Context: an optimization exercise on an open-source flow, tuned for small area, a short achievable clock period and few clock cycles per item. The choices shown serve that exercise and are no tape-out recipe.
Where RTL was checked, it was by simulation tests only, not by an equivalence proof against the original.
For runs 1 and 2, only the layout was checked, not whether the RTL still works.

==> flow/design.v, too long to show whole: its modules and the start of the top module <==
// module booth_multiplier: 78 lines
// module mul33: 3302 lines
// module fa: 4 lines
// module ha: 4 lines
module booth_multiplier(
	input			clk,
	input			rst_n,
	input [32:0]	data1,
	input [32:0]	data2,
	input			valid_i,
	output			ready_o,
	input			ready_i,
	output			valid_o,
	output [63:0] 	res
);
  // ...
==> flow/flow/run.sh <==
#!/bin/bash
# The standard layout (standard.sh) with extra ORFS make variables:
#  - port buffers use a plain buffer cell (buf_2) instead of the default choice
#  - flow/extra.txt, if present, holds one more VAR=VALUE per line
set -euo pipefail
ARGS=("BUFFER_PORTS_ARGS=-buffer_cell sky130_fd_sc_hd__buf_2")
if [[ -f flow/extra.txt ]]; then
  while read -r line; do [[ -n "$line" ]] && ARGS+=("$line"); done < flow/extra.txt
fi
bash standard.sh "${ARGS[@]}" finish > make.log 2>&1
==> flow/flow/extra.txt <==
REMOVE_ABC_BUFFERS=1
==> flow/standard.sh <==
#!/bin/bash
# synth_recipe.tcl (not shown) runs the flow's synth.tcl, then flattens the netlist and writes it again
# the make line also repeats each setting of config.mk as NAME=value (left out here)
make -C /OpenROAD-flow-scripts/flow DESIGN_CONFIG=/design/flow/config.mk WORK_HOME=/design/flow/orfs CLKGATE_MAP_FILE= SYNTH_SCRIPT=/design/flow/synth_recipe.tcl "${@:-finish}"
==> flow/config.mk <==
export PLATFORM = sky130hd
export DESIGN_NAME = booth_multiplier
export DESIGN_NICKNAME = booth_multiplier
export VERILOG_FILES = /design/flow/design.v
export SDC_FILE = /design/flow/constraint.sdc
export NUM_CORES = 4
export LEC_CHECK = 0
export ABC_AREA = 1
export CAP_MARGIN = 20
export CELL_PAD_IN_SITES_DETAIL_PLACEMENT = 2
export CELL_PAD_IN_SITES_GLOBAL_PLACEMENT = 2
export CORE_MARGIN = 2
export CORE_UTILIZATION = 30
export PLACE_DENSITY = 0.5
export SLEW_MARGIN = 20
export SYNTH_HIERARCHICAL = 1
export SYNTH_MINIMUM_KEEP_SIZE = 0
==> flow/constraint.sdc <==
create_clock -name core_clock -period 32.0 [get_ports {clk}]
set_input_delay 6.4000 -clock core_clock [delete_from_list [all_inputs] [get_ports {clk}]]
set_output_delay 6.4000 -clock core_clock [all_outputs]
set_load 0.01 [all_outputs]
==> out/results.txt, run 1 <==
The library cell used most frequently in the layout, excluding fill and tap cells, is xor2_1. After legalization and detailed placement, the total HPWL measured 85300 µm.

The number of buffer and inverter stages on the critical path works out to 2. On the final layout, the worst clock skew is 0.0376 ns. Of all nets on the critical path, the largest fanout is 47. The core utilization of the finished layout is 0.330, and the core box area is 0.100 mm².

The longest individual stage delay on the worst path is 0.71 ns. A synthesized cell averages 9.97 µm². The number of synthesized flops with an enable pin was 147. In this run, synthesis produced a sequential element count of 216. For the number of global-route vias before repair, the log shows 28475. The fraction of cell area in non-clock buffers is 0.0416.

After layout, the inverter instance count without clock inverters stands at 222. The total count of hold-check failures in the final report was 0. TritonCTS built the clock tree. More flip-flops sit in one register than any other, and that register is r. In this run the critical register-to-register path is captured at r[58].

The die covers 0.104 mm². Synthesized cell area: 0.0303 mm². The final layout contains 3698 nets. The run finished with no timing, DRC or antenna violations. The top cell family by delay on the critical path was flip-flops.

The post-synthesis share of cell area spent on full adders, half adders and majority gates is 0.378, and the sum of overflow across all layers after global routing is 0. Overall die width: 322 µm. The fill cell total of the finished layout is 10933. Of all cell types, the one taking the most synthesized area is fa_1. Final weighted congestion of routability-driven global placement: 0.848. The tools report the H-tree level count as 1. The average wire per cell in the routed design is 30.1 µm.
==> inputs of run 2 (changes only) <==
--- a/flow/flow/run.sh
+++ b/flow/flow/run.sh
@@ -5,3 +5,3 @@
 set -euo pipefail
-ARGS=("BUFFER_PORTS_ARGS=-buffer_cell sky130_fd_sc_hd__buf_2")
+ARGS=("BUFFER_PORTS_ARGS=-buffer_cell sky130_fd_sc_hd__buf_1")
 if [[ -f flow/extra.txt ]]; then
--- a/flow/config.mk
+++ b/flow/config.mk
@@ -13,2 +13,3 @@
 export CORE_UTILIZATION = 30
+export CTS_BUF_LIST = sky130_fd_sc_hd__clkbuf_8
 export PLACE_DENSITY = 0.5
removed: flow/flow/extra.txt
==> out/results.txt, run 2 <==
The number of global-route vias before repair was 28105 (-1.3%). For the total setup violations reported at the end of the flow, the log shows 0. The area share of the largest cell type after synthesis works out to 0.327. The sum of overflow across all layers after global routing came out at 0 (unchanged). Before antenna repair, the detailed router went through 6 iterations.

The critical path goes through inv_6 -> buf_1. The tools report the global-route wire length before repair as 196000 µm. The critical path arrival came out at 1.92 ns.

Counting every sink on the clock net gives 216. The maximum net fanout on the critical path is 44 (-6.4%). The overall die width was 322 µm (unchanged). Subtracting the final worst setup slack from the clock period gives 8.32 ns.

STA classifies the critical path startpoint as a flop. The category of the critical setup timing path is reg -> out. The count of nets left with antenna violations once routing finished came out at 0.

The clock tree buffer depth was 3. The top cell family by delay on the critical path is flip-flops. The worst hold path terminates at s1[12]. The run gives 0.100 mm² (unchanged) as the core box area. Number of buffer and inverter stages on the critical path: 2 (unchanged).

Ranked by flip-flop count, first place goes to r. The proportion of synthesized chip area in sequential cells is 0.192. The H-tree level count was 2 (+1); the transition time of the tightest slew-check pin was 1.16 ns. The register with the most flip-flops in the layout has 64 of them.

The total count of hold-check failures in the final report is 0 (unchanged), and the number of instances in the synthesized netlist is 3037. For the clock insertion delay at the later pin of the skew report, the log shows 0.73 ns. The worst register-to-register path begins at a_one[6]. Starting density of the core: 0.302. Leaving out fill and tap cells, the most frequent cell in the layout is xor2_1. In the layout the commonest cells are xor2_1 (558), o22ai_1 (543), fa_1 (495). After synthesis, the most frequently instantiated cells are xor2_1 (558), o22ai_1 (543), fa_1 (495). fa_1 takes more of the synthesized area than any other cell.

The Yosys step of the flow raised 7 warnings. The area growth from synthesis to layout is 8.54%. In this run the tool buffered the top-level ports with 135 buffer cells. The run gives 0.0699 ns (+0.0323 ns) as the setup clock skew after layout.

The maximum frequency from static timing analysis is 120 MHz, and the final net count is 3713 (+0.41%). For the post-cts gate resize count, the log shows 0. The fraction of layout instances using a drive strength above 1 works out to 0.0819. CTS placed an instance of clkbuf_8 at the clock tree root. The final worst hold slack is 0.450 ns. Entering global routing, the biggest net connects 85 pins. At the placement stage, the worst setup path has a slack of 23.97 ns. The proportion of synthesized flip-flops having asynchronous set or reset is 0.0139.

After routing, the total negative slack on setup checks comes to 0 ns. Once placement finished, the instance area stood at 0.0319 mm². The longest individual stage delay on the worst path was 0.69 ns (-0.02 ns).

Once the clock tree was built, the setup fixing pass inserted 0 buffers. The routed wire length is 133000 µm, and the clock-pin slew reported for the worst setup and hold paths after clock tree synthesis is 0.06 ns. In this run, CTS created clock tree buffers numbering 47.

The synthesized cell area came out at 0.0303 mm² (unchanged). The number of synthesized flops with an enable pin works out to 147 (unchanged). The logs give 24.45 ns for the flop-to-flop setup slack and 136 for the I/O pin count.

The die area was 0.104 mm² (unchanged); the critical path required time was 25.60 ns. The number of max-slew violations in the final report is 0. The tools report the smallest setup slack after layout as 23.68 ns. The most common cell in the synthesized netlist is xor2_1. The total vias in the final route is 24204.

The via-per-instance ratio works out to 5.55. STA classifies the critical path endpoint as an output port. The most used flip-flop cell after synthesis was edfxtp_1.

The number of antenna violations at the first check in global routing was 1; the number of DRC markers in iteration 0 was 1676. The average wire per cell in the routed design is 30.5 µm (+1.2%). The tools report the total half-perimeter wirelength after legalization and detailed placement as 89500 µm (+4.9%). The worst register-to-register path has a depth of 21. The number of distinct standard cells referenced by the synthesized netlist is 38, and the number of instances on the worst hold path is 2. The total of max-cap violations is 0.

Setup repair after global routing left no endpoint under its margin. The final instance area is 0.0329 mm², and the die height is 322 µm. The run gives 0 as the count of hold-fix buffers inserted at cts. The flow ran to the end and the layout has no timing, DRC or antenna violations. The per-instance average area after synthesis was 9.97 µm² (unchanged). The final weighted congestion of routability-driven global placement is 0.815 (-3.9%). The tools report the terminus of the critical flop-to-flop path as r[58]. Standard cell with the maximum stage delay on the critical path: dfrtp_4. The flip-flop and latch count after synthesis is 216 (unchanged). The all-layer global routing usage came out at 0.258.

The worst hold path begins at s1[12]. In the routed design, unresolved DRC markers number 0. The tools report the normalized max-slew margin as 0.225. The floorplan has 116 rows. By area the synthesized netlist is led by fa_1 (33%), xor2_1 (16%), edfxtp_1 (15%). The worst hold path belongs to the class reg -> reg. The fraction of the cycle the final worst path needs is 0.260.

TritonCTS built the clock tree.
run 2: how the worst max path moves through the flow:
stage | start | endpoint | slack, ns | cells after the start
6_report | vs | ready_o | 23.68 | 2
2_1_floorplan | ready_i | a1[0] | 22.64 | 2
3_3_place_gp | ready_i | a1[23] | 23.99 | 4
3_5_place_dp | ready_i | r[33] | 23.97 | 4
5_1_grt | vs | ready_o | 23.53 | 2
4_1_cts | vs | ready_o | 23.58 | 2
run 2: layer usage:
layer	global-route usage	vias up	wire, µm
met5	0	-	0
met4	0.0801	0	4150
met3	0.0369	208	6830
met2	0.424	801	62200
met1	0.352	13019	59900
li1	-	10176	-
run 2: cells by family after synthesis:
group,Yosys count,synth area share
compound gates,605,0.126
xor+xnor,575,0.166
fa+ha+maj,618,0.378
buf+inv,508,0.0677
flops,216,0.192
simple gates,515,0.0702
run 2: layout make-up:
type / count / area [µm²]
Timing Repair Buffer: 225 / 1190
Clock buffer: 54 / 743
Sequential cell: 216 / 5810
Clock inverter: 34 / 216
Inverter: 222 / 838
Antenna cell: 1 / 2.50
Tap cell: 1298 / 1620
Multi-Input combinational cell: 2313 / 22500
Fill cell: 10951 / 67300
run 2: through the flow:
step	utilization	cells
5_1_grt	0.328	4363
3_3_place_gp	0.319	4274
2_1_floorplan	-	3037
6_report	0.328	4363
4_1_cts	0.328	4362
3_5_place_dp	0.319	4274
run 2: worst min-delay path: stages (launching register included):
cell and delay, ns:
dfxtp_1 0.30, nand2_1 0.05, nand2_1 0.07
run 2: modules after synthesis, one instance, submodules excluded:
module            cells  cell area (µm²)
fa                    1             20.0
mul33              1835            12600
ha                    1             12.5
booth_multiplier    692             7770
==> module booth_multiplier, before the edit <==
module booth_multiplier(
	input			clk,
	input			rst_n,
	input [32:0]	data1,
	input [32:0]	data2,
	input			valid_i,
	output			ready_o,
	input			ready_i,
	output			valid_o,
	output [63:0] 	res
);
	reg			va, vs, vr;
	reg			nrdy, vo;	 
	reg [32:0]	a1, s1, s2;
	reg [16:0]	a_one, a_two;
	reg [15:0]	a_neg;
	reg [63:0]	r;
	wire [63:0]	prod;
	wire		r_free = ~vr | ready_i;
	wire		a_load = r_free | ~va;
	wire		acc = valid_i & ~vs;
	assign ready_o = ~nrdy;
	assign valid_o = vo;
	assign res = r;
	wire [32:0]	b_in = vs ? s2 : data2;
	wire [34:0]	b_ext = {1'b0, b_in, 1'b0};
	wire [16:0]	e_one, e_two;
	wire [15:0]	e_neg;
	genvar j;
	generate
		for (j = 0; j < 17; j = j + 1) begin : enc
			assign e_one[j] = b_ext[2*j+1] ^ b_ext[2*j];
			assign e_two[j] = (b_ext[2*j+2] & ~b_ext[2*j+1] & ~b_ext[2*j]) |
			                  (~b_ext[2*j+2] & b_ext[2*j+1] & b_ext[2*j]);
			if (j < 16) begin : n
				assign e_neg[j] = b_ext[2*j+2];
			end
		end
	endgenerate
	always @(posedge clk or negedge rst_n) begin
		if (!rst_n) begin
			va <= 1'b0;
			vs <= 1'b0;
			vr <= 1'b0;
			nrdy <= 1'b0;
			vo <= 1'b0;
		end else begin
			if (r_free) begin
				vr <= va;
				vo <= va;
			end
			if (a_load)
				va <= vs | acc;
			if (vs) begin
				vs <= ~r_free;
				nrdy <= ~r_free;
			end else begin
				vs <= acc & ~a_load;
				nrdy <= acc & ~a_load;
			end
		end
	end
	always @(posedge clk) begin
		if (a_load) begin
			a1 <= vs ? s1 : data1;
			a_one <= e_one;
			a_two <= e_two;
			a_neg <= e_neg;
		end
		if (~vs) begin
			s1 <= data1;
			s2 <= data2;
		end
		if (r_free)
			r <= prod;
	end
	mul33 u_mul (.a(a1), .one(a_one), .two(a_two), .neg(a_neg), .p(prod));
endmodule
==> inputs of run 3 (changes only) <==
--- a/flow/design.v
+++ b/flow/design.v
@@ -12,3 +12,3 @@
 	reg			va, vs, vr;
-	reg			nrdy, vo;	 
+	reg			nrdy, vo;
 	reg [32:0]	a1, s1, s2;
@@ -53,9 +53,10 @@
 				va <= vs | acc;
-			if (vs) begin
+			if (vs)
 				vs <= ~r_free;
-				nrdy <= ~r_free;
-			end else begin
+			else
 				vs <= acc & ~a_load;
+			if (nrdy)
+				nrdy <= ~r_free;
+			else
 				nrdy <= acc & ~a_load;
-			end
 		end
--- a/flow/flow/run.sh
+++ b/flow/flow/run.sh
@@ -5,3 +5,3 @@
 set -euo pipefail
-ARGS=("BUFFER_PORTS_ARGS=-buffer_cell sky130_fd_sc_hd__buf_1")
+ARGS=("BUFFER_PORTS_ARGS=-buffer_cell sky130_fd_sc_hd__buf_2")
 if [[ -f flow/extra.txt ]]; then
==> out/results.txt, run 3 <==
The normalized max-slew margin was 0.208 (-0.0175). The number of synthesized flops with an enable pin is 147 (unchanged), and the number of antenna violations at the first check in global routing is 1 (unchanged). The tools report the number of clock buffers inserted by TritonCTS as 48 (+2.1%). The critical path is of the reg -> out type. The library cell used most frequently in the layout, excluding fill and tap cells, is xor2_1.

The tools report the number of global-route vias before repair as 27865 (-0.85%). The critical path arrival was 1.31 ns (-0.61 ns). For the number of max-slew violations in the final report, the log shows 0 (unchanged). The via-per-instance ratio works out to 5.57 (+0.45%). The run gives 7 (+1) as the first-pass detailed-route iteration total. The clock insertion delay at the later pin of the skew report came out at 0.73 ns (about the same). The number of instances in the synthesized netlist is 3042 (+0.16%), and the per-instance average area after synthesis is 9.97 µm² (about the same). Die height: 322 µm (about the same). Walking the worst path, the cells encountered are buf_2. The flip-flop and latch count after synthesis was 217 (+0.46%); the synthesized cell area was 0.0303 mm² (+0.15%). The register with the most flip-flops in the final layout is r. I/O pin count: 136 (unchanged).

Standard cell with the maximum stage delay on the critical path: edfxtp_1. The total count of hold-check failures in the final report is 0 (unchanged), and the maximum frequency from static timing analysis is 130 MHz (+7.9%). After synthesis, the most frequently instantiated cells are xor2_1 (558), o22ai_1 (543), fa_1 (495). The run gives 217 (+0.46%) as the sink count of the clock tree. The number of distinct standard cells referenced by the synthesized netlist is 38 (unchanged). The overall die width works out to 322 µm (about the same). The core box area is 0.100 mm² (unchanged), and the number of remaining DRC errors is 0 (unchanged). The worst-case reg-to-reg path depth came out at 24 (+14%).

The run gives 7 (unchanged) as the number of warnings issued by yosys. Number of stages on the worst setup path: 1 (-1). Post-cts gate resize count: 0 (unchanged).

For the die area, the log shows 0.104 mm² (+0.15%). Critical path capture point type: an output port. TritonCTS built the clock tree. The tree is rooted in a clkbuf_8. The tools report the starting density of the core as 0.303 (+0.000450).

In the post-synthesis netlist, the biggest area contributors are fa_1 (33%), xor2_1 (16%), edfxtp_1 (15%). Of all cell types, the one taking the most synthesized area is fa_1. The worst setup path is launched from a flop. The total vias in the final route is 24324 (+0.50%), and the fill cell total of the finished layout is 10951 (unchanged). The logs give 0.823 (+0.97%) for the final weighted congestion of routability-driven global placement and 0 ns (unchanged) for the final setup TNS. The count of nets left with antenna violations after detail routing is 0 (unchanged). The final worst hold slack was 0.454 ns (+0.00394 ns); the transition time of the tightest slew-check pin was 1.19 ns (+0.0262 ns). The critical path required time is 25.60 ns (about the same), and the setup clock skew after layout is 0.0614 ns (-0.00858 ns).

Setup repair after global routing left no endpoint under its margin. The final critical-path required period is 7.71 ns (-0.609 ns). The number of instances on the worst hold path works out to 2 (unchanged). The total half-perimeter wirelength after legalization and detailed placement was 88700 µm (-0.88%).

The longest individual stage delay on the worst path came out at 0.42 ns (-0.27 ns). The run gives 3 (unchanged) as the clock tree buffer depth. The number of placement rows came out at 116 (unchanged). The area share of the largest cell type after synthesis came out at 0.327 (-0.000486). The logs give 0 (unchanged) for the total of max-cap violations and 0 (unchanged) for the total setup violations reported at the end of the flow.

Most numerous cell in the Yosys netlist: xor2_1. Most used flip-flop cell after synthesis: edfxtp_1. The kind of cell with the highest combined delay along the critical path is flip-flops. For the all-layer global routing usage, the log shows 0.259 (+0.000556). The run gives 100 (+18%) as the maximum number of pins on one net before global-route repair. The flip-flop count of the largest register, all copies and words added was 64 (unchanged). The average wire per cell in the routed design works out to 30.5 µm (about the same). The maximum net fanout on the critical path is 1 (-98%), and the core utilization of the finished layout is 0.331 (+0.00285). Leaving out fill and tap cells, the most frequent cells in the layout are xor2_1 (558), o22ai_1 (543), fa_1 (495). The class of the most critical hold timing path was reg -> reg. Growth of design area from synthesis to finish: 9.32%. The fraction of the cycle the final worst path needs was 0.241 (-0.0190); the fraction of layout instances using a drive strength above 1 was 0.127 (+0.0447).

The number of I/O port buffers is 135 (unchanged). The final net count was 3713 (unchanged); the number of DRC markers in iteration 0 was 1473 (-12%). The H-tree level count is 2 (unchanged), and the clock-pin slew reported for the worst setup and hold paths after clock tree synthesis is 0.06 ns (about the same). The proportion of synthesized flip-flops having asynchronous set or reset was 0.0184 (+0.00454); the routed wire length was 133000 µm (about the same).

The logs give 0 (unchanged) for the sum of overflow across all layers after global routing and 0.192 (+0.000540) for the proportion of synthesized chip area in sequential cells. The flow ran to the end and the layout has no timing, DRC or antenna violations. The global-route wire length before repair is 197000 µm (+0.26%).

The run gives 0 (unchanged) as the count of hold-fix buffers inserted at cts. The number of buffer and inverter stages on the critical path is 1 (-1). The total setup buffers inserted after CTS is 0 (unchanged).
-- run 3: routing by layer --
| layer | share of wire | vias to the layer above | track usage |
|---|---|---|---|
| li1 | - | 10174 | - |
| met1 | 0.45 | 13064 | 0.352 |
| met2 | 0.46 | 844 | 0.420 |
| met3 | 0.052 | 242 | 0.0380 |
| met4 | 0.034 | 0 | 0.0892 |
| met5 | 0 | - | 0 |
-- run 3: cell families after synthesis --
group / share of synthesized area
buffers and inverters: 0.0680
adders and majority gates: 0.377
and+or+nand+nor: 0.0701
xor gates and xnor gates: 0.166
AOI/OAI and AO/OA: 0.126
DFF: 0.192
-- run 3: path summary, 6_finish.rpt --
kind	from	endpoint	slack, ns
min	s1[27]	s1[27]	0.45
max	r[11]	res[11]	24.29
max reg2reg	a1[11]	r[63]	24.58
min in group asynchronous	rst_n	vo	5.51
max in group asynchronous	rst_n	vs	26.36
min reg2reg	s1[27]	s1[27]	0.45
-- run 3: per-stage QoR --
step	setup slack, ns	cells	instance area (µm²)
3_5_place_dp	23.78	4273	32100
4_1_cts	24.21	4363	33200
6_report	24.29	4365	33200
5_1_grt	24.21	4364	33200
2_1_floorplan	23.14	3042	30300
3_3_place_gp	23.75	4273	32100
-- run 3: cell type report --
cell class	instances	area, µm²	share of cell area
multi-input combinational	2315	22500	0.677
sequential	217	5840	0.176
tap	1298	1620	0.0490
timing repair buffer	219	1310	0.0395
inverter	224	847	0.0255
clock buffer	57	785	0.0237
clock inverter	33	302	0.00909
antenna	2	5.00	0.000151
-- run 3: modules after synthesis, one instance, submodules excluded --
module | cell area (µm²) | cells
mul33 | 12600 | 1835
booth_multiplier | 7820 | 697
fa | 20.0 | 1
ha | 12.5 | 1
Testbench counts of run 3, summed over its fixed seeds: cycles 2,064, items 2,048.
==> inputs of run 4 (changes only) <==
==> flow/flow/extra.txt (new file) <==
SETUP_SLACK_MARGIN=25
--- a/flow/config.mk
+++ b/flow/config.mk
@@ -13,3 +13,2 @@
 export CORE_UTILIZATION = 30
-export CTS_BUF_LIST = sky130_fd_sc_hd__clkbuf_8
 export PLACE_DENSITY = 0.5
==> out/results.txt, run 4 <==
For the synthesized cell area, the log shows 0.0303 mm² (unchanged). The dominant combinational cell family by area after synthesis is adder cells. The logs give 217 (unchanged) for the sink count of the clock tree and 100 (unchanged) for the maximum number of pins on one net before global-route repair.

The commonest cells after synthesis are xor2_1 (558), o22ai_1 (543), fa_1 (495). The proportion of synthesized chip area in sequential cells was 0.192 (unchanged). The min-delay analysis places its worst path in the category reg -> reg. For the final net count, the log shows 3744 (+0.83%). The count of hold-fix buffers inserted at cts is 0 (unchanged).

Per-instance average area after synthesis: 9.97 µm² (unchanged). The worst slack at placement was 23.96 ns (+0.187 ns); the transition time of the tightest slew-check pin was 0.856 ns (-0.332 ns). The number of synthesized flops with an enable pin works out to 147 (unchanged). The starting density of the core is 0.303 (unchanged). The clock insertion delay at the later pin of the skew report came out at 0.64 ns (-0.09 ns). TritonCTS built the clock tree. The total half-perimeter wirelength after legalization and detailed placement was 88800 µm (about the same); the average wire per cell in the routed design was 30.8 µm (+0.95%).

The instance count after placement with tap cells included is 4281 (+0.19%), and the die height is 322 µm (unchanged). The tools report the sum of overflow across all layers after global routing as 0 (unchanged). The simple-gate portion of the synthesized area was 0.0701 (unchanged); the number of warnings issued by yosys was 7 (unchanged). The count of nets left with antenna violations after detail routing was 0 (unchanged).

The area share of the largest cell type after synthesis works out to 0.327 (unchanged). The tools report the total count of hold-check failures in the final report as 0 (unchanged). The normalized max-slew margin is 0.423 (+0.215), and the clock-pin slew reported for the worst setup and hold paths after clock tree synthesis is 0.06 ns (about the same). The tools report the core box area as 0.100 mm² (unchanged). Setup repair after global routing could not meet its margin everywhere. Number of antenna violations at the first check in global routing: 1 (unchanged). The longest individual stage delay on the worst path works out to 0.39 ns (-0.03 ns). The global-route wire length before repair was 196000 µm (-0.62%). The worst setup path is launched from a flop. The number of global-route vias before repair is 28202 (+1.2%), and the number of I/O port buffers is 135 (unchanged). In the layout the commonest cells are xor2_1 (555), o22ai_1 (535), fa_1 (460).

The logs give 0.0347 mm² (+4.7%) for the final instance area and 3 (unchanged) for the clock tree buffer depth. The flip-flop count of the largest register, all copies and words added was 64 (unchanged); the maximum frequency from static timing analysis was 131 MHz (+1.2%). The share of the synthesized area in compound gates (AO/OA/AOI/OAI) is 0.126 (unchanged). The run gives 0 ns (unchanged) as the final setup TNS. The tools report the first-pass detailed-route iteration total as 5 (-2). Overall die width: 322 µm (unchanged). The fraction of layout instances using a drive strength above 1 is 0.156 (+0.0290). The number of clock buffers inserted by TritonCTS came out at 29 (-40%). The tools report the total vias in the final route as 24388 (+0.26%). Ranked by total cell area, the synthesized netlist is headed by fa_1 (33%), xor2_1 (16%), edfxtp_1 (15%).

The proportion of synthesized flip-flops having asynchronous set or reset came out at 0.0184 (unchanged). The number of placement rows came out at 116 (unchanged). Among all flip-flop cells after synthesis, the most frequent one is edfxtp_1.

All-layer global routing usage: 0.256 (-0.00278). The tools report the critical path capture point type as an output port. The setup clock skew after layout was 0.0211 ns (-0.0403 ns); the number of distinct standard cells referenced by the synthesized netlist was 38 (unchanged).

The final critical-path required period is 7.62 ns (-0.0882 ns). The logs give 1830 (+24%) for the number of DRC markers in iteration 0 and 0.847 (+2.9%) for the final weighted congestion of routability-driven global placement. The flip-flop and latch count after synthesis works out to 217 (unchanged). The flow ran to the end and the layout has no timing, DRC or antenna violations. For the filler-free cell count of the finished design, the log shows 4378 (+0.30%). The most numerous cell in the Yosys netlist is xor2_1. The final worst hold slack is 0.453 ns (-0.00150 ns), and the maximum net fanout on the critical path is 2 (+1). The fraction of synthesized area in multiplexers is 0 (unchanged), and the H-tree level count is 1 (-1). The cell at the root of the clock tree is clkbuf_16. For the I/O pin count, the log shows 136 (unchanged). Standard cell with the maximum stage delay on the critical path: dfrtp_1.

The critical path arrival is 1.22 ns (-0.09 ns), and the post-synthesis share of cell area spent on full adders, half adders and majority gates is 0.377 (unchanged). The tools report the die area as 0.104 mm² (unchanged).

The number of buffer and inverter stages on the critical path is 2 (+1), and the growth of design area from synthesis to finish is 14.5%. Ranked by flip-flop count, first place goes to r. The total of max-cap violations is 0 (unchanged).

The setup path with the least slack is of type reg -> out. The parity-gate share of the synthesized area counting xor and xnor cells was 0.166 (unchanged); the number of remaining DRC errors was 0 (unchanged). The routed wire length is 135000 µm (+1.2%). Smallest setup slack after layout: 24.38 ns (+0.0882 ns). For the number of max-slew violations in the final report, the log shows 0 (unchanged). fa_1 takes more of the synthesized area than any other cell.

For the critical path required time, the log shows 25.60 ns (about the same). The run gives 0.0322 mm² (+0.25%) as the total cell area at the placement stage. Leaving out fill and tap cells, the most frequent cell in the layout is xor2_1. The fraction of the cycle the final worst path needs is 0.238 (-0.00276), and the total setup violations reported at the end of the flow is 0 (unchanged).

The cell family contributing the most delay on the critical path is flip-flops. For the fill cell total of the finished layout, the log shows 10796 (-1.4%). The via-per-instance ratio is 5.57 (about the same). The signal on the critical path passes through inv_1 -> buf_2.

The number of instances in the synthesized netlist was 3042 (unchanged).
==> run 4: final cells by class <==
class / count / area (µm²) / area share
antenna: 1 / 2.50 / 0.0000720
clock buffer: 31 / 733 / 0.0211
clock inverter: 23 / 292 / 0.00839
inverter: 224 / 930 / 0.0268
multi-input combinational: 2316 / 22700 / 0.654
sequential: 217 / 5840 / 0.168
tap: 1298 / 1620 / 0.0468
timing repair buffer: 268 / 2620 / 0.0753
==> run 4: worst register-to-register path: stages, from the launching register on <==
cell,delay (ns)
edfxtp_1,0.49
buf_4,0.19
o21ai_1,0.37
xor2_1,0.39
fa_1,0.57
fa_1,0.48
fa_1,0.43
fa_1,0.54
fa_1,0.46
fa_1,0.47
ha_1,0.35
nand4_1,0.27
inv_1,0.09
nand2_1,0.08
nand2_1,0.08
a21oi_2,0.17
nand2_4,0.14
nand2_2,0.10
nand2_2,0.08
nand2_2,0.07
nand2_2,0.07
nand2_2,0.07
nand2_2,0.05
fa_1,0.37
xnor2_1,0.13
==> run 4: per-stage QoR <==
stage | util
finish | 0.347
global route | 0.347
CTS | 0.336
detailed placement | 0.321
global placement | 0.321
floorplan | -
==> run 4: routing by layer <==
| layer | GRT usage | vias up | part of all wire |
|---|---|---|---|
| li1 | - | 10248 | - |
| met1 | 0.355 | 13192 | 0.45 |
| met2 | 0.421 | 807 | 0.47 |
| met3 | 0.0339 | 141 | 0.055 |
| met4 | 0.0646 | 0 | 0.024 |
| met5 | 0 | - | 0 |
==> run 4: logic make-up (layout without fill, tap and decap cells) <==
kind of cell,count (synthesis),count (layout)
xor gates and xnor gates,575,575
and+or+nand+nor,515,516
buffers and inverters,510,546
DFF,217,217
AOI/OAI and AO/OA,607,607
adders and majority gates,618,618
other,0,1
==> run 4: final timing paths <==
check | start | end | slack, ns | depth (start not counted)
max | nrdy | ready_o | 24.38 | 2
min | s1[30] | s1[30] | 0.45 | 2
max reg2reg | a_one[4] | r[63] | 25.23 | 24
min reg2reg | s1[30] | s1[30] | 0.45 | 2
max in group asynchronous | rst_n | vs | 26.31 | 1
min in group asynchronous | rst_n | va | 5.56 | 1
==> run 4: timing repair <==
| item | 4_1_cts | 5_1_grt |
|---|---|---|
| gates resized for setup | 115 | 188 |
| pin swaps | 0 | 20 |
| buffers inserted | 2 | 27 |
| gates cloned | 0 | 13 |
| setup endpoints to repair | 200 | 151 |
==> run 4: per-module statistics from Yosys, one instance, submodules excluded <==
module / cells inside / area (µm²) / flops+latches
ha: 1 / 12.5 / 0
mul33: 1835 / 12600 / 0
booth_multiplier: 697 / 7820 / 217
fa: 1 / 20.0 / 0
==> inputs of run 5 (changes only) <==
--- a/flow/config.mk
+++ b/flow/config.mk
@@ -12,4 +12,4 @@
 export CORE_MARGIN = 2
-export CORE_UTILIZATION = 30
-export PLACE_DENSITY = 0.5
+export CORE_UTILIZATION = 45
+export PLACE_DENSITY = 0.6
 export SLEW_MARGIN = 20
==> out/results.txt, run 5 <==
The largest individual stage delay along the critical path comes from the cell edfxtp_1. Terminus of the critical flop-to-flop path: r[63]. The tools report the number of global-route vias before repair as 29038 (+3.0%). Most numerous cell in the Yosys netlist: xor2_1. The total of max-cap violations came out at 0 (unchanged).

Number of buffer and inverter stages on the critical path: 1 (-1). Synthesized cell area: 0.0303 mm² (unchanged).

Sum of overflow across all layers after global routing: 0 (unchanged). The tools report the global-route wire length before repair as 187000 µm (-4.4%). Maximum frequency from static timing analysis: 132 MHz (+0.30%).

The logs give 0.453 (+0.150) for the starting density of the core and 25.09 ns (-0.14 ns) for the flop-to-flop setup slack. For the number of remaining DRC errors, the log shows 0 (unchanged). The longest individual stage delay on the worst path is 0.42 ns (+0.03 ns), and the met2 track demand over resource in global routing is 0.582 (+0.161). Yosys attributes the largest share of cell area to fa_1 (33%), xor2_1 (16%), edfxtp_1 (15%). The number of instances in the synthesized netlist was 3042 (unchanged); the maximum number of pins on one net before global-route repair was 100 (unchanged).

The number of antenna violations at the first check in global routing is 2 (+1). The run gives 0 (unchanged) as the number of max-slew violations in the final report. The proportion of synthesized flip-flops having asynchronous set or reset works out to 0.0184 (unchanged). The worst hold path belongs to the class reg -> reg. The number of placement rows is 95 (-18%), and the sink count of the clock tree is 217 (unchanged). The total half-perimeter wirelength after legalization and detailed placement came out at 80500 µm (-9.4%). Walking the worst path, the cells encountered are buf_2. The start of the worst register-to-register path is a_one[5]. The flip-flop and latch count after synthesis was 217 (unchanged). Area share of the largest cell type after synthesis: 0.327 (unchanged). Leaving out fill and tap cells, the most frequent cells in the layout are xor2_1 (552), o22ai_1 (532), fa_1 (469). The first-pass detailed-route iteration total was 5 (unchanged); the fraction of the cycle the final worst path needs was 0.237 (-0.000722). The number of instances on the worst hold path was 2 (unchanged). The cell at the root of the clock tree was clkbuf_16. The register ranked first by flip-flop count was r. The worst-case reg-to-reg path depth is 30 (+25%). TritonCTS built the clock tree. The most common cell after layout, fill and taps aside is xor2_1.

For the area occupied by registers, the log shows 0.00584 mm² (unchanged). The critical path arrival is 1.20 ns (-0.02 ns). The worst hold path endpoint is s1[19].

Setup repair after global routing could not meet its margin everywhere. By count the netlist is led by xor2_1 (558), o22ai_1 (543), fa_1 (495). The flow ran to the end and the layout has no timing, DRC or antenna violations.

The tools report the fill cell total of the finished layout as 6780 (-37%). The die area was 0.0695 mm² (-33%). The run gives 0.62 ns (-0.02 ns) as the clock insertion delay at the later pin of the skew report.

The total count of hold-check failures in the final report was 0 (unchanged); the transition time of the tightest slew-check pin was 1.04 ns (+0.182 ns). For the routed wire length, the log shows 130000 µm (-3.2%). The critical path capture point type was an output port. The worst setup path is of the reg -> out kind.

The number of distinct standard cells referenced by the synthesized netlist was 38 (unchanged); the growth of design area from synthesis to finish was 13.1%. The tools report the type of element launching the critical path as a flop. The maximum net fanout on the critical path was 1 (-1); the core utilization of the finished layout was 0.513 (+0.166).

The critical path required time was 25.60 ns (about the same); the H-tree level count was 1 (unchanged). The via-per-instance ratio was 6.56 (+18%); the number of diodes added for antenna fixing was 0 (-1). The clock tree buffer depth is 3 (unchanged). In the synthesized netlist the dominant register cell turns out to be edfxtp_1. The overall die width was 264 µm (-18%); the number of clock buffers inserted by TritonCTS was 27 (-6.9%). The final weighted congestion of routability-driven global placement is 0.876 (+3.5%).

Among cell families on the critical path, the largest total delay comes from flip-flops. The flip-flop count of the largest register, all copies and words added was 64 (unchanged). Summed over all instances, the cell type with the most area after synthesis is fa_1.

The number of synthesized flops with an enable pin was 147 (unchanged); the setup clock skew after layout was 0.0183 ns (-0.00275 ns). The global routing usage on met3 is 0.0626 (+0.0287). The number of I/O port buffers is 135 (unchanged).

The fraction of layout instances using a drive strength above 1 was 0.153 (-0.00237); the die height was 264 µm (-18%). The run gives 2830 (+55%) as the number of DRC markers in iteration 0. Count of nets left with antenna violations after detail routing: 0 (unchanged). The all-layer global routing usage was 0.357 (+0.100); the total setup violations reported at the end of the flow was 0 (unchanged). The normalized max-slew margin is 0.308 (-0.115). The core box area was 0.0669 mm² (-33%).

The final critical-path required period was 7.60 ns (-0.0231 ns); the clock-pin slew reported for the worst setup and hold paths after clock tree synthesis was 0.07 ns (about the same). The final setup TNS came out at 0 ns (unchanged). The highest-utilization routing layer at the global route stage is met2.

The logs give 136 (unchanged) for the I/O pin count and 25922 (+6.3%) for the total vias in the final route. The met1 demand-to-capacity share in global routing is 0.473 (+0.118), and the multi-input combinational cell area is 0.0227 mm² (+0.15%). The worst hold path begins at s1[19]. The run gives 3748 (+0.11%) as the final net count. The average wire per cell in the routed design is 33.0 µm (+7.2%), and the proportion of synthesized chip area in sequential cells is 0.192 (unchanged). Number of warnings issued by yosys: 7 (unchanged).

The per-instance average area after synthesis is 9.97 µm² (unchanged).
-- run 5: worst max-delay path by stage --
stage              end     from  slack [ns]  cells past startpoint
2_1_floorplan     r[0]  ready_i       24.11                      2
3_3_place_gp     r[25]  ready_i       24.15                      4
3_5_place_dp      nrdy  ready_i       24.02                      4
4_1_cts        res[59]    r[59]       24.37                      1
5_1_grt        res[59]    r[59]       24.36                      1
6_report       res[59]    r[59]       24.40                      1
-- run 5: per-stage QoR --
step                setup slack, ns  hold WS [ns]  instance area [µm²]  std cells
floorplan                     24.11         0.414                30400       3042
global placement              24.15         0.434                31600       3852
detailed placement            24.02         0.437                31600       3852
CTS                           24.37         0.457                33100       3917
global route                  24.36         0.477                34300       3954
finish                        24.40         0.455                34300       3954
-- run 5: cell type report --
| cell class | instances | share of cell area |
|---|---|---|
| Timing Repair inverter | 1 | 0.000255 |
| Sequential cell | 217 | 0.170 |
| Timing Repair Buffer | 273 | 0.0813 |
| Inverter | 224 | 0.0266 |
| Clock inverter | 20 | 0.00660 |
| Clock buffer | 30 | 0.0209 |
| Multi-Input combinational cell | 2316 | 0.662 |
| Tap cell | 873 | 0.0318 |
-- run 5: what timing repair did --
item | CTS | global route
pin swaps | 2 | 14
hold buffers | 0 | 0
buffers inserted | 13 | 19
gates resized for setup | 94 | 219
gates cloned | 2 | 18
endpoints found under the setup margin | 241 | 136
-- run 5: logic make-up (layout without fill, tap and decap cells) --
kind of cell	after synthesis	count (layout)	share of synthesized area
compound gates	607	607	0.126
xor+xnor	575	575	0.166
fa+ha+maj	618	618	0.377
buf+inv	510	548	0.0680
flops	217	217	0.192
simple gates	515	516	0.0701
-- run 5: Yosys stat by module, one instance, submodules excluded --
module / times used / flip-flops and latches / cells / cell area (µm²)
mul33: 1 / 0 / 1835 / 12600
booth_multiplier: 1 / 217 / 697 / 7820
fa: 465 / 0 / 1 / 20.0
ha: 45 / 0 / 1 / 12.5
-- run 5: metal layers --
metal  routed length [µm]  share of wire
met5                   10       0.000077
met4                 6230          0.048
met3                13000           0.10
met2                60400           0.46
met1                50900           0.39
==> inputs of run 6 (changes only) <==
--- a/flow/config.mk
+++ b/flow/config.mk
@@ -12,4 +12,6 @@
 export CORE_MARGIN = 2
-export CORE_UTILIZATION = 45
-export PLACE_DENSITY = 0.6
+export CORE_UTILIZATION = 30
+export CTS_CLUSTER_DIAMETER = 100
+export CTS_CLUSTER_SIZE = 24
+export PLACE_DENSITY = 0.5
 export SLEW_MARGIN = 20
removed: flow/flow/extra.txt
==> out/results.txt, run 6 <==
The fraction of the cycle the final worst path needs is 0.238 (+0.000669), and the clock-pin slew reported for the worst setup and hold paths after clock tree synthesis is 0.10 ns (+0.03 ns). xor2_1 is the most common cell in the netlist. The register ranked first by flip-flop count was r. The critical path goes through buf_2.

In the synthesized netlist the dominant register cell turns out to be edfxtp_1. The worst hold path endpoint is s1[27].

The per-instance average area after synthesis is 9.97 µm² (unchanged). The die area was 0.104 mm² (+49%). The starting density of the core is 0.303 (-0.150). The transition time of the tightest slew-check pin came out at 1.19 ns (+0.152 ns).

Leaving out fill and tap cells, the most frequent cell in the layout is xor2_1. Setup clock skew after layout: 0.0244 ns (+0.00607 ns). The proportion of synthesized flip-flops having asynchronous set or reset is 0.0184 (unchanged), and the I/O pin count is 136 (unchanged).

The core utilization of the finished layout is 0.328 (-0.185), and the number of buffer and inverter stages on the critical path is 1 (unchanged). The worst-case reg-to-reg path depth was 24 (-20%). The run gives 24059 (-7.2%) as the total vias in the final route.

Compared with the post-synthesis result, the final layout area differs by 8.27%. The via-per-instance ratio works out to 5.58 (-15%). The critical path is of the reg -> out type.

STA classifies the critical path startpoint as a flop. The layer flagged by global routing as most heavily used is met2. The tools report the core box area as 0.100 mm² (+50%). Flip-flop and latch count after synthesis: 217 (unchanged). The area share of the largest cell type after synthesis is 0.327 (unchanged). The global routing usage on met3 is 0.0338 (-0.0288), and the H-tree level count is 1 (unchanged). The number of diodes added for antenna fixing was 0 (unchanged). Number of synthesized flops with an enable pin: 147 (unchanged).

The routed wire length is 132000 µm (+1.5%). The total setup violations reported at the end of the flow is 0 (unchanged). Setup repair after global routing left no endpoint under its margin.

The run gives 10947 (+61%) as the fill cell total of the finished layout. The proportion of synthesized chip area in sequential cells came out at 0.192 (unchanged). Critical path capture point type: an output port. The number of I/O port buffers is 135 (unchanged). For the flop-to-flop setup slack, the log shows 24.57 ns (-0.52 ns). The post-cts gate resize count was 0 (-100%); the final weighted congestion of routability-driven global placement was 0.823 (-6.1%). The dominant cell type by area after synthesis is fa_1. The first-pass detailed-route iteration total is 5 (unchanged). Clock tree synthesis selected as its root buffer the cell clkbuf_16.

The number of distinct standard cells referenced by the synthesized netlist was 38 (unchanged); the number of antenna violations at the first check in global routing was 0 (-2). Among all stages on the critical path, the largest delay is contributed by edfxtp_1. Die height: 322 µm (+22%).

The flip-flop count of the largest register, all copies and words added was 64 (unchanged). The fraction of layout instances using a drive strength above 1 is 0.116 (-0.0377), and the met2 track demand over resource in global routing is 0.420 (-0.162). After synthesis, the most frequently instantiated cells are xor2_1 (558), o22ai_1 (543), fa_1 (495). The tools report the global-route wire length before repair as 196000 µm (+4.7%). The all-layer global routing usage came out at 0.257 (-0.100). The total of max-cap violations was 0 (unchanged); the met1 demand-to-capacity share in global routing was 0.351 (-0.122). The number of remaining DRC errors is 0 (unchanged).

Final setup TNS: 0 ns (unchanged). The critical path required time came out at 25.60 ns (about the same). The tools report the worst min-delay path startpoint as s1[27]. The total setup buffers inserted after CTS is 0 (-13), and the average wire per cell in the routed design is 30.7 µm (-6.9%). Top cell family by delay on the critical path: flip-flops.

The maximum number of pins on one net before global-route repair came out at 100 (unchanged). The count of nets left with antenna violations after detail routing is 0 (unchanged), and the clock tree buffer depth is 3 (unchanged). TritonCTS built the clock tree.

The number of warnings issued by yosys is 7 (unchanged). The maximum net fanout on the critical path works out to 1 (unchanged). Number of max-slew violations in the final report: 0 (unchanged).

The maximum frequency from static timing analysis came out at 131 MHz (-0.28%). The number of instances on the worst hold path is 2 (unchanged). The worst hold path belongs to the class reg -> reg. The number of clock buffers inserted by TritonCTS is 21 (-22%). The sum of overflow across all layers after global routing came out at 0 (unchanged). The total half-perimeter wirelength after legalization and detailed placement is 88700 µm (+10%). The run gives 0.61 ns (about the same) as the clock insertion delay at the later pin of the skew report. The logs give 1532 (-46%) for the number of DRC markers in iteration 0 and 217 (unchanged) for the sink count of the clock tree. The endpoint identified for the worst register-to-register timing path is r[63]. The run gives 0 (unchanged) as the total count of hold-check failures in the final report. The final net count is 3686 (-1.7%). The normalized max-slew margin was 0.206 (-0.101). The number of placement rows is 116 (+22%). For the number of instances in the synthesized netlist, the log shows 3042 (unchanged).

The worst register-to-register path begins at a1[11]. The longest individual stage delay on the worst path is 0.44 ns (+0.02 ns). The count of hold-fix buffers inserted at cts was 0 (unchanged). The overall die width is 322 µm (+22%).

The critical path arrival is 1.22 ns (+0.02 ns). In the post-synthesis netlist, the biggest area contributors are fa_1 (33%), xor2_1 (16%), edfxtp_1 (15%). Final worst hold slack: 0.459 ns (+0.00443 ns). The tools report the number of global-route vias before repair as 27595 (-5.0%).

In the layout the commonest cells are xor2_1 (558), o22ai_1 (543), fa_1 (495). The synthesized cell area came out at 0.0303 mm² (unchanged). The flow ran to the end and the layout has no timing, DRC or antenna violations. Final critical-path required period: 7.62 ns (+0.0214 ns).
==> run 6: cell types whose count changed in the layout (fill, tap and decap cells not counted), moves of 14 or more <==
cell       delta
clkbuf_16    -23
fa_1         +26
buf_8        -14
inv_2        +17
fa_2         -26
buf_6        -15
buf_12       -42
buf_4        +44
==> run 6: per-stage QoR <==
step           cells  worst slack [ns]  cell area [µm²]
5_1_grt         4310             24.20            32800
6_report        4310             24.38            32800
2_1_floorplan   3042             23.14            30300
4_1_cts         4310             24.31            32800
3_5_place_dp    4273             23.78            32100
3_3_place_gp    4273             23.75            32100
==> run 6: per-module statistics from Yosys, one instance, submodules excluded <==
module | cell area (µm²) | flip-flops and latches | copies in the design
mul33 | 12600 | 0 | 1
ha | 12.5 | 0 | 45
fa | 20.0 | 0 | 465
booth_multiplier | 7820 | 217 | 1
==> run 6: final cells by class <==
type                            count  area (µm²)  area share
Inverter                          224         847      0.0258
Tap cell                         1298        1620      0.0494
Multi-Input combinational cell   2315       22500       0.684
Clock buffer                       22         529      0.0161
Clock inverter                     15         243     0.00739
Sequential cell                   217        5840       0.178
Timing Repair Buffer              219        1310      0.0399
==> run 6: metal layers <==
metal  part of all wire  vias to the layer above
li1                   -                    10097
met1               0.45                    13021
met2               0.47                      740
met3              0.049                      201
met4              0.033                        0
met5                  0                        -
==> run 6: cells by family after synthesis <==
kind of cell             share of synthesized area
flip-flops                                   0.192
AO/OA/AOI/OAI                                0.126
adder cells (fa/ha/maj)                      0.377
XOR/XNOR                                     0.166
buffers and inverters                       0.0680
AND/OR/NAND/NOR                             0.0701
==> run 6: how the worst max path moves through the flow <==
stage                     slack, ns  endpoint  startpoint  cells after the start
after CTS                     24.31   res[57]       r[57]                      1
after floorplan               23.14     a1[0]     ready_i                      2
after global placement        23.75      nrdy     ready_i                      4
final                         24.38   res[57]       r[57]                      1
after detailed placement      23.78      nrdy     ready_i                      4
after global routing          24.20     r[63]       a1[0]                     27
==> inputs of run 7 (changes only) <==
--- a/flow/config.mk
+++ b/flow/config.mk
@@ -14,3 +14,3 @@
 export CTS_CLUSTER_DIAMETER = 100
-export CTS_CLUSTER_SIZE = 24
+export CTS_CLUSTER_SIZE = 20
 export PLACE_DENSITY = 0.5
==> out/results.txt, run 7 <==
The fraction of synthesized area in multiplexers came out at 0 (unchanged). The parity-gate share of the synthesized area counting xor and xnor cells is 0.166 (unchanged). The simple-gate portion of the synthesized area is 0.0701 (unchanged). The post-cts gate resize count was 0 (unchanged); the number of remaining DRC errors was 0 (unchanged). The logs give 0.0446 ns (+0.0202 ns) for the setup clock skew after layout and 132000 µm (about the same) for the routed wire length. The growth of design area from synthesis to finish works out to 8.28% (about the same). Number of distinct standard cells referenced by the synthesized netlist: 38 (unchanged). The run gives 0.210 (+0.00412) as the normalized max-slew margin. The setup path with the least slack is of type reg -> out.

By area the synthesized netlist is led by fa_1 (33%), xor2_1 (16%), edfxtp_1 (15%). The count of hold-fix buffers inserted at cts was 0 (unchanged); the flip-flop count of the largest register, all copies and words added was 64 (unchanged). The sink count of the clock tree was 217 (unchanged). The post-synthesis share of cell area spent on full adders, half adders and majority gates came out at 0.377 (unchanged). The number of placement rows came out at 116 (unchanged). The slowest stage of the critical path belongs to the cell edfxtp_1. The number of DRC markers in iteration 0 is 1492 (-2.6%). The most used flip-flop cell after synthesis is edfxtp_1. The number of synthesized flops with an enable pin was 147 (unchanged). Fill cell total of the finished layout: 10931 (-0.15%). The tools report the die area as 0.104 mm² (unchanged). The number of max-slew violations in the final report was 0 (unchanged).

The critical path required time is 25.60 ns (about the same). The critical path arrival came out at 1.22 ns (about the same). The maximum net fanout on the critical path works out to 1 (unchanged). STA classifies the critical path startpoint as a flop. The class of the most critical hold timing path is reg -> reg.

The final setup TNS was 0 ns (unchanged); the number of instances on the worst hold path was 2 (unchanged). The per-instance average area after synthesis is 9.97 µm² (unchanged). Overall die width: 322 µm (unchanged). STA classifies the critical path endpoint as an output port.

After synthesis, the most frequently instantiated cells are xor2_1 (558), o22ai_1 (543), fa_1 (495). The tools report the number of clock buffers inserted by TritonCTS as 22 (+4.8%). The most numerous cell in the Yosys netlist is xor2_1.

The tools report the multi-input combinational cell area as 0.0225 mm² (unchanged). The clock tree buffer depth is 3 (unchanged). The kind of cell with the highest combined delay along the critical path is flip-flops. The starting density of the core was 0.303 (unchanged); the die height was 322 µm (unchanged).

The via-per-instance ratio is 5.60 (+0.40%), and the proportion of synthesized flip-flops having asynchronous set or reset is 0.0184 (unchanged). The sum of overflow across all layers after global routing came out at 0 (unchanged). TritonCTS built the clock tree. The dominant combinational cell family by area after synthesis was adder cells. Leaving out fill and tap cells, the most frequent cell in the layout is xor2_1. The fraction of layout instances using a drive strength above 1 is 0.115 (about the same). For the I/O pin count, the log shows 136 (unchanged).

The run finished with no timing, DRC or antenna violations. The logs give 0.100 mm² (unchanged) for the core box area and 0.257 (about the same) for the all-layer global routing usage. The logs give 0.192 (unchanged) for the proportion of synthesized chip area in sequential cells and 1 (unchanged) for the H-tree level count. Dominant cell type by area after synthesis: fa_1. The cell at the root of the clock tree was clkbuf_16.

The maximum number of pins on one net before global-route repair is 100 (unchanged). Walking the worst path, the cells encountered are buf_2.

The average wire per cell in the routed design came out at 30.7 µm (about the same). The library cells used most frequently in the layout, excluding fill and tap cells, are xor2_1 (558), o22ai_1 (543), fa_1 (495). The final critical-path required period is 7.62 ns (+0.000900 ns), and the total count of hold-check failures in the final report is 0 (unchanged). The flip-flop and latch count after synthesis is 217 (unchanged), and the fraction of the cycle the final worst path needs is 0.238 (about the same). The number of diodes added for antenna fixing is 0 (unchanged), and the number of stages on the worst setup path is 1 (unchanged). The clock-pin slew reported for the worst setup and hold paths after clock tree synthesis was 0.09 ns (about the same).

The total of max-cap violations is 0 (unchanged). The global-route wire length before repair came out at 196000 µm (about the same). The number of I/O port buffers was 135 (unchanged).

Longest individual stage delay on the worst path: 0.43 ns (about the same). The tools report the total setup violations reported at the end of the flow as 0 (unchanged). The area occupied by registers is 0.00584 mm² (unchanged). The clock insertion delay at the later pin of the skew report came out at 0.62 ns (about the same). The number of global-route vias before repair was 27637 (+0.15%); the total vias in the final route was 24166 (+0.44%).

The maximum frequency from static timing analysis is 131 MHz (about the same), and the number of warnings issued by yosys is 7 (unchanged). The run gives 7 (+2) as the first-pass detailed-route iteration total. Final net count: 3687 (+0.027%).

The number of instances in the synthesized netlist was 3042 (unchanged); the total setup buffers inserted after CTS was 0 (unchanged). Setup repair after global routing left no endpoint under its margin. Counting flops per register, the top entry is r. The number of buffer and inverter stages on the critical path came out at 1 (unchanged). The area share of the largest cell type after synthesis is 0.327 (unchanged). The count of nets left with antenna violations after detail routing is 0 (unchanged).

The worst-case reg-to-reg path depth was 27 (+13%). The number of antenna violations at the first check in global routing is 0 (unchanged).

For the final weighted congestion of routability-driven global placement, the log shows 0.823 (unchanged). The transition time of the tightest slew-check pin is 1.18 ns (-0.00618 ns), and the total half-perimeter wirelength after legalization and detailed placement is 88700 µm (unchanged). For the synthesized cell area, the log shows 0.0303 mm² (unchanged).

The share of the synthesized area in compound gates (AO/OA/AOI/OAI) is 0.126 (unchanged).
## run 7: worst paths after layout
| kind | start | endpoint | slack, ns |
|---|---|---|---|
| max | r[11] | res[11] | 24.38 |
| min | s1[28] | s1[28] | 0.46 |
| max reg2reg | a1[0] | r[63] | 24.59 |
| min reg2reg | s1[28] | s1[28] | 0.46 |
| max in group asynchronous | rst_n | vs | 26.30 |
| min in group asynchronous | rst_n | vo | 5.56 |
## run 7: area by class of cell
class | count | share of cell area
clock buffers | 25 | 0.0171
clock inverters | 14 | 0.00651
inverters | 224 | 0.0258
multi-input cells | 2315 | 0.684
flip-flops and latches | 217 | 0.178
well taps | 1298 | 0.0494
repair buffers | 219 | 0.0399
## run 7: kinds of logic (layout without fill, tap and decap cells)
family,after synthesis,in the layout
xor+xnor,575,575
simple gates,515,515
flops,217,217
buf+inv,510,482
fa+ha+maj,618,618
compound gates,607,607
## run 7: metrics by stage
stage,util,area (µm²),std cells,hold slack [ns],setup slack [ns]
final,0.328,32800,4312,0.461,24.38
after global routing,0.328,32800,4312,0.494,24.18
after CTS,0.328,32800,4312,0.463,24.32
after detailed placement,0.320,32100,4273,0.442,23.78
after global placement,0.320,32100,4273,0.436,23.75
after floorplan,-,30300,3042,0.414,23.14
## run 7: Yosys stat by module (local to each module, per instance)
module | cell area (µm²) | cells | flip-flops and latches | copies in the design
ha | 12.5 | 1 | 0 | 45
booth_multiplier | 7820 | 697 | 217 | 1
mul33 | 12600 | 1835 | 0 | 1
fa | 20.0 | 1 | 0 | 465
## run 7: tightest hold or removal path, cell delays in order (launching register included)
cell and delay, ns:
dfxtp_1 0.30, nand2_1 0.05, nand2_1 0.06
## run 7: metal layers
metal | track usage | vias to the layer above | share of wire
met4 | 0.0844 | 0 | 0.036
met2 | 0.419 | 750 | 0.46
met3 | 0.0348 | 224 | 0.052
li1 | - | 10095 | -
met1 | 0.350 | 13097 | 0.45
met5 | 0 | - | 0
==> inputs of run 8 (changes only) <==
--- a/flow/config.mk
+++ b/flow/config.mk
@@ -13,4 +13,2 @@
 export CORE_UTILIZATION = 30
-export CTS_CLUSTER_DIAMETER = 100
-export CTS_CLUSTER_SIZE = 20
 export PLACE_DENSITY = 0.5
==> out/results.txt, run 8 <==
The share of the synthesized area in compound gates (AO/OA/AOI/OAI) was 0.126 (unchanged); the growth of design area from synthesis to finish was 9.29%. The H-tree level count was 1 (unchanged). Traced cell by cell, the critical path runs through buf_2. The logs give 0 (unchanged) for the total setup buffers inserted after CTS and 0.104 mm² (unchanged) for the die area. The type of element launching the critical path was a flop.

The number of I/O port buffers was 135 (unchanged); the critical path required time was 25.60 ns (about the same). The simple-gate portion of the synthesized area is 0.0701 (unchanged). The sum of overflow across all layers after global routing was 0 (unchanged); the parity-gate share of the synthesized area counting xor and xnor cells was 0.166 (unchanged).

The cell at the root of the clock tree was clkbuf_16. The setup clock skew after layout is 0.0269 ns (-0.0177 ns), and the post-synthesis share of cell area spent on full adders, half adders and majority gates is 0.377 (unchanged). Counting instances in the post-synthesis netlist gives the leading cell types as xor2_1 (558), o22ai_1 (543), fa_1 (495).

The total vias in the final route was 24173 (+0.029%); the final setup TNS was 0 ns (unchanged). Setup repair after global routing left no endpoint under its margin. By area, the combinational part of the netlist is dominated by adder cells.

The run gives 4328 (+0.37%) as the filler-free cell count of the finished design. All-layer global routing usage: 0.257 (about the same). The start of the worst register-to-register path is a_neg[7]. The critical path arrival is 1.24 ns (+0.02 ns).

The number of placement rows was 116 (unchanged). The clock-pin slew reported for the worst setup and hold paths after clock tree synthesis works out to 0.06 ns (-0.03 ns). The total of max-cap violations was 0 (unchanged); the first-pass detailed-route iteration total was 7 (unchanged).

The instance count after placement with tap cells included is 4273 (unchanged). The kind of cell with the highest combined delay along the critical path is flip-flops. The clock tree buffer depth is 3 (unchanged). Tracing the worst setup path back leads to its startpoint at r[57].

For the total count of hold-check failures in the final report, the log shows 0 (unchanged). The standard cell with the maximum stage delay on the critical path was edfxtp_1. The number of DRC markers in iteration 0 was 1563 (+4.8%); the flip-flop and latch count after synthesis was 217 (unchanged). For the count of hold-fix buffers inserted at cts, the log shows 0 (unchanged). TritonCTS built the clock tree.

The worst-case reg-to-reg path depth was 22 (-19%). For the normalized max-slew margin, the log shows 0.178 (-0.0324). The sink count of the clock tree is 217 (unchanged), and the maximum number of pins on one net before global-route repair is 100 (unchanged).

The proportion of synthesized flip-flops having asynchronous set or reset was 0.0184 (unchanged); the smallest setup slack after layout was 24.36 ns (-0.0168 ns). Category of the critical setup timing path: reg -> out. Worst slack at placement: 23.78 ns (unchanged). The area share of the largest cell type after synthesis came out at 0.327 (unchanged).

The min-delay analysis places its worst path in the category reg -> reg. Longest individual stage delay on the worst path: 0.43 ns (about the same). The tools report the critical path capture point type as an output port.

The fraction of layout instances using a drive strength above 1 is 0.120 (+0.00434), and the number of distinct standard cells referenced by the synthesized netlist is 38 (unchanged). The routed wire length was 133000 µm (about the same). The tools report the global-route wire length before repair as 196000 µm (about the same). By instance count, the leading cell after synthesis is xor2_1. The logs give 0 (unchanged) for the number of remaining DRC errors and 0.100 mm² (unchanged) for the core box area. Highest-utilization routing layer at the global route stage: met2.

The final net count was 3695 (+0.22%); the global routing usage on met3 was 0.0345 (-0.000314). The run gives 0 (unchanged) as the number of antenna violations at the first check in global routing. fa_1 takes more of the synthesized area than any other cell. The tools report the number of global-route vias before repair as 27657 (+0.072%). The proportion of synthesized chip area in sequential cells was 0.192 (unchanged); the met2 track demand over resource in global routing was 0.417 (-0.00196). The number of diodes added for antenna fixing is 0 (unchanged), and the number of instances on the worst hold path is 2 (unchanged). In this run the most critical hold path is launched from s1[27].

Transition time of the tightest slew-check pin: 1.23 ns (+0.0486 ns). The via-per-instance ratio was 5.59 (-0.34%). Overall die width: 322 µm (unchanged).

The tools report the number of max-slew violations in the final report as 0 (unchanged). The synthesized cell area came out at 0.0303 mm² (unchanged). In this run the critical register-to-register path is captured at r[63]. The path with the worst hold slack has its endpoint at s1[27]. The fraction of synthesized area in multiplexers works out to 0 (unchanged). Ranked by flip-flop count, first place goes to r.

Leaving out fill and tap cells, the most frequent cell in the layout is xor2_1. The multi-input combinational cell area is 0.0225 mm² (unchanged), and the final worst hold slack is 0.452 ns (-0.00875 ns). The final critical-path required period is 7.64 ns (+0.0168 ns), and the total half-perimeter wirelength after legalization and detailed placement is 88700 µm (unchanged). The run gives 3042 (unchanged) as the number of instances in the synthesized netlist. The number of clock buffers inserted by TritonCTS came out at 30 (+36%).

The flow ran to the end and the layout has no timing, DRC or antenna violations. The I/O pin count is 136 (unchanged), and the number of warnings issued by yosys is 7 (unchanged). The count of nets left with antenna violations after detail routing is 0 (unchanged), and the number of buffer and inverter stages on the critical path is 1 (unchanged). The starting density of the core is 0.303 (unchanged), and the fraction of the cycle the final worst path needs is 0.239 (+0.000525). The area occupied by registers is 0.00584 mm² (unchanged). The number of synthesized flops with an enable pin came out at 147 (unchanged). Leaving out fill and tap cells, the most frequent cells in the layout are xor2_1 (558), o22ai_1 (543), fa_1 (495). The average wire per cell in the routed design was 30.6 µm (-0.32%).

Sorting the synthesized cells by area gives the leading types as fa_1 (33%), xor2_1 (16%), edfxtp_1 (15%). The logs give 0.65 ns (+0.03 ns) for the clock insertion delay at the later pin of the skew report and 131 MHz (-0.22%) for the maximum frequency from static timing analysis. Die height: 322 µm (unchanged). Total setup violations reported at the end of the flow: 0 (unchanged).

The post-cts gate resize count was 0 (unchanged). The flop-to-flop setup slack was 24.58 ns (about the same). For this run, the leading register cell type out of synthesis is edfxtp_1. The fill cell total of the finished layout was 10912 (-0.17%). The maximum net fanout on the critical path came out at 1 (unchanged). The flip-flop count of the largest register, all copies and words added came out at 64 (unchanged). The final weighted congestion of routability-driven global placement is 0.823 (unchanged), and the per-instance average area after synthesis is 9.97 µm² (unchanged). The met1 demand-to-capacity share in global routing was 0.353 (+0.00304).
-- run 8: changes by cell type in the layout (fill, tap and decap cells not counted), moves of 2 or more --
cell       previous run  this run
inv_6                 2         4
inv_12                4         0
clkinv_2              1         7
clkbuf_8              0         2
bufinv_16             0         6
clkbuf_16            22        30
clkinv_8              7         0
-- run 8: worst max-delay path by stage --
| stage | end | slack [ns] | cells after the start |
|---|---|---|---|
| 2_1_floorplan | a1[0] | 23.14 | 2 |
| 3_3_place_gp | nrdy | 23.75 | 4 |
| 3_5_place_dp | nrdy | 23.78 | 4 |
| 4_1_cts | res[57] | 24.28 | 1 |
| 5_1_grt | r[58] | 24.22 | 24 |
| 6_report | res[57] | 24.36 | 1 |
-- run 8: routing by layer --
metal,routed length [µm],up-vias,share of wire
met4,4420,0,0.033
met2,61400,813,0.46
met5,0,-,0
met1,59500,13048,0.45
met3,7170,198,0.054
li1,-,10114,-
-- run 8: kinds of logic after synthesis --
| kind of cell | Yosys count |
|---|---|
| adders and majority gates | 618 |
| DFF | 217 |
| and+or+nand+nor | 515 |
| xor gates and xnor gates | 575 |
| AOI/OAI and AO/OA | 607 |
| buffers and inverters | 510 |
-- run 8: cell type report --
type | count | share of cell area
Multi-Input combinational cell | 2315 | 0.677
Sequential cell | 217 | 0.176
Tap cell | 1298 | 0.0490
Timing Repair Buffer | 219 | 0.0395
Inverter | 224 | 0.0255
Clock buffer | 36 | 0.0239
Clock inverter | 19 | 0.00872
-- run 8: Yosys stat by module, one instance, submodules excluded --
module / flip-flops and latches / cells / copies in the design / cell area (µm²)
mul33: 0 / 1835 / 1 / 12600
booth_multiplier: 217 / 697 / 1 / 7820
fa: 0 / 1 / 465 / 20.0
ha: 0 / 1 / 45 / 12.5
-- run 8: through the flow --
stage	util	instance area, µm²
2_1_floorplan	-	30300
3_3_place_gp	0.320	32100
3_5_place_dp	0.320	32100
4_1_cts	0.331	33200
5_1_grt	0.331	33200
6_report	0.331	33200

## what the ideal ports hide
Ports are ideal in the flow. The routed layouts listed here were re-timed in OpenROAD. Step 1: set_driving_cell puts a clkbuf_16 on clk and a buf_2 on each other input, an assumption about the parent block. Step 2 also shifts input and output timing later by t, the mid clock arrival at the registers, as if the neighbouring blocks saw the same clock. Three values: ideal ports, drivers, drivers and shift; two values: the first two.
| run | shift t [ns] | setup WS [ns] | worst slew at a driven data input, ns | cell pins on the clock port's net |
|---|---|---|---|---|
| run 1 | 0.697 | 23.749 / 23.675 / 23.966 | 0.05 | 1 |
| run 2 | 0.759 | 23.684 / 23.618 / 24.213 | 0.05 | 1 |
| run 3 | 0.760 | 24.292 / 24.231 / 23.876 | 0.06 | 1 |
| run 4 | 0.694 | 24.381 / 24.313 / 24.364 | 0.05 | 1 |
| run 5 | 0.681 | 24.404 / 24.330 / 24.381 | 0.04 | 1 |
| run 6 | 0.669 | 24.382 / 24.309 / 23.914 | 0.05 | 1 |
| run 7 | 0.673 | 24.381 / 24.310 / 23.915 | 0.05 | 1 |
| run 8 | 0.710 | 24.365 / 24.291 / 23.908 | 0.05 | 1 |
After both steps every run listed still meets setup and hold. For run 6, which loses most, drivers alone change the setup slack by -0.073 ns; drivers and shift together by -0.468 ns.
